From an optimization exercise on the open Yosys and OpenROAD flow, aimed at small area; shortcuts taken in it are not production practice. The RTL was checked by simulation tests, not by an equivalence proof against the original design. Power figures rest on the tool's default switching activity, not on a simulated workload.

run A:
// systolic_accum4
module systolic_accum4 #(
    parameter ARRAY_SIZE = 4,
    parameter DATA_WIDTH = 8,
    parameter ACC_WIDTH = 32
)(
    input  logic clk,
    input  logic reset,
    input  logic enable,
    input  logic [ARRAY_SIZE*DATA_WIDTH-1:0] a_in,
    input  logic [ARRAY_SIZE*DATA_WIDTH-1:0] b_in,
    input  logic accum_clear,
    input  logic accum_enable,
    output logic [ARRAY_SIZE*ARRAY_SIZE*ACC_WIDTH-1:0] accum_out,
    output logic systolic_valid,
    output logic accum_overflow
);
    logic reset_sync1, reset_sync2;
    logic systolic_valid_reg;
    logic [4:0] step_count;
    always_ff @(posedge clk) begin
        reset_sync1 <= reset;
        reset_sync2 <= reset_sync1;
        systolic_valid_reg <= reset ? 1'b0 : enable;
    end
    always_ff @(posedge clk) begin
        if (reset_sync2)
            step_count <= '0;
        else if (enable && !step_count[4])
            step_count <= step_count + 5'd1;
    end
    assign systolic_valid = systolic_valid_reg;
    wire accum_clr = reset | accum_clear;
    wire accum_go  = accum_enable & systolic_valid_reg;
    logic [15*8-1:0] a_dly [4];
    logic [15*8-1:0] b_dly [4];
    genvar k;
    generate
        for (k = 0; k < 4; k++) begin : LINE
            localparam int LEN = k + 12;
            logic [LEN*8-1:0] a_sr, b_sr;
            always_ff @(posedge clk) begin
                if (enable) begin
                    a_sr <= {a_sr[(LEN-1)*8-1:0], a_in[8*k +: 8]};
                    b_sr <= {b_sr[(LEN-1)*8-1:0], b_in[8*k +: 8]};
                end
            end
            if (LEN < 15) begin : PAD
                assign a_dly[k] = {{(15-LEN)*8{1'b0}}, a_sr};
                assign b_dly[k] = {{(15-LEN)*8{1'b0}}, b_sr};
            end else begin : NOPAD
                assign a_dly[k] = a_sr;
                assign b_dly[k] = b_sr;
            end
        end
    endgenerate
    logic [15:0] ovf_now;
    logic [3:0]  ovf_flags;
    genvar i, j;
    generate
        for (i = 0; i < 4; i++) begin : ROW
            for (j = 0; j < 4; j++) begin : COL
                localparam int DA = i + 2*j + 7;
  ...
Size in the first run: roughly 7600 cells after synthesis, about 1600 flip-flops, roughly 95000 µm² of cells after synthesis.
Settings: LEC_CHECK=0, CAP_MARGIN=20, CORE_MARGIN=2, CORE_UTILIZATION=70, CTS_CLUSTER_DIAMETER=100, CTS_CLUSTER_SIZE=25, PLACE_DENSITY=0.82, SLEW_MARGIN=20, SYNTH_HIERARCHICAL=1, SYNTH_MINIMUM_KEEP_SIZE=0; clock period 5.5 ns.
standard.sh (not shown) runs the stock make flow with config.mk's settings and CLKGATE_MAP_FILE= SYNTH_SCRIPT=/design/flow/synth_recipe.tcl, a recipe that flattens the netlist after the stock synthesis.
==> flow/flow/run.sh <==
#!/bin/bash
set -o pipefail
export BUFFER_PORTS_ARGS="-buffer_cell sky130_fd_sc_hd__buf_1"
bash standard.sh > standard.log 2>&1
Run A did not stop at any stage, and its layout met the timing, DRC and antenna checks.
Changes in run B relative to run A:
- CORE_UTILIZATION: 70 -> 60
- PLACE_DENSITY: 0.82 -> 0.75
==> flow/flow/run.sh <==
#!/bin/bash
set -o pipefail
export BUFFER_PORTS_ARGS="-buffer_cell sky130_fd_sc_hd__buf_1"
export CTS_ARGS="-sink_clustering_enable -repair_clock_nets -sink_clustering_size 25 -sink_clustering_max_diameter 100 -dont_use_dummy_load"
bash standard.sh > standard.log 2>&1
Compare run A and run B | met3 track demand over resource in global routing lower: run B. The average via count per standard cell in run B was lower than what run A gave. [diff] worst vdd rail ir drop, run B relative to run A: regression. On non-clock buffer count, run A tracks run B almost exactly. Taking run A as the reference point, the wire length of run B falls by 1700 µm. NOTE: maximum cell stage delay along the critical path in run B exceeds that of run A.
The following lists how run C was set up differently from run B:
==> flow/flow/run.sh <==
#!/bin/bash
set -o pipefail
export BUFFER_PORTS_ARGS="-buffer_cell sky130_fd_sc_hd__buf_1"
export RECOVER_POWER=100
bash standard.sh > standard.log 2>&1
## What came out
From the logs: run C reached the end of the flow and failed the layout checks with max-capacitance violations, max-slew violations.
[compare] base=run B new=run C: switching power went up; routed length on met3 saw a decrease.
The first element of the critical path comes out ROW[1].COL[1].u_acc.acc[0] in one run and ROW[1].COL[3].u_acc.acc[0] in the other, namely in run B and run C respectively.
Status: via count parity (run B, run C)
Critical path depth for run C is higher than for run B.
Between run B and run C, the flow reports cell-internal power increasing slightly.
Comparing run C against run B, there is no change at all in flip-flop and latch count.
Summary — total combinational power, run C relative to run B: lower, by about 2%.
There was hardly any difference in total routing resource utilization after global routing between run C and run B.
Changes in run D relative to run C:
==> flow/flow/run.sh <==
#!/bin/bash
set -o pipefail
export BUFFER_PORTS_ARGS="-buffer_cell sky130_fd_sc_hd__buf_1"
bash standard.sh > standard.log 2>&1
Findings:
- Run D finished every step from synthesis to the final layout, and the layout passed the timing, DRC and antenna checks.
- Re total die area: no difference whatsoever between run D and run C.
- Share of the final layout cell area in sequential cells delta (run D -> run C): insignificant
- Smallest setup slack after layout is lower on run C
- Comparing run D with run C, the tap cell instance count came out essentially unchanged.
- Total wire length after detailed routing: run C vs run D — no meaningful difference

-- port drivers added, routing unchanged --
The flow's constraints put no driver on any port. The routed layouts listed below were extracted and timed again, unchanged, in two steps.
Step 1: set_driving_cell puts a clkbuf_16 on clk and a buf_2 on each other input, an assumption about the parent block.
Step 2, shift: input delay + t, output delay - t, t = (earliest + latest rising clock arrival at the registers) / 2. This alone moves slack from input paths to output paths.
Three values: no drivers, after step 1, after step 2; two values: the first two.
| run | t, ns | setup WS [ns] | slew at the worst register clock pin (ns) | worst slew at a driven data input, ns | pins driven straight from the clock port |
|---|---|---|---|---|---|
| run A | 0.790 | 0.231 / 0.231 / 0.231 | 0.11 / 0.11 | 0.09 | 1 |
| run B | 0.766 | 0.352 / 0.352 / 0.352 | 0.10 / 0.10 | 0.11 | 1 |
| run C | 0.784 | 0.249 / 0.249 / -0.037 | 0.10 / 0.10 | 0.11 | 1 |
| run D | 0.784 | 0.356 / 0.356 / 0.356 | 0.11 / 0.11 | 0.11 | 1 |
For run C, which loses most, drivers alone change the setup slack by 0.000 ns; drivers and shift together by -0.286 ns.
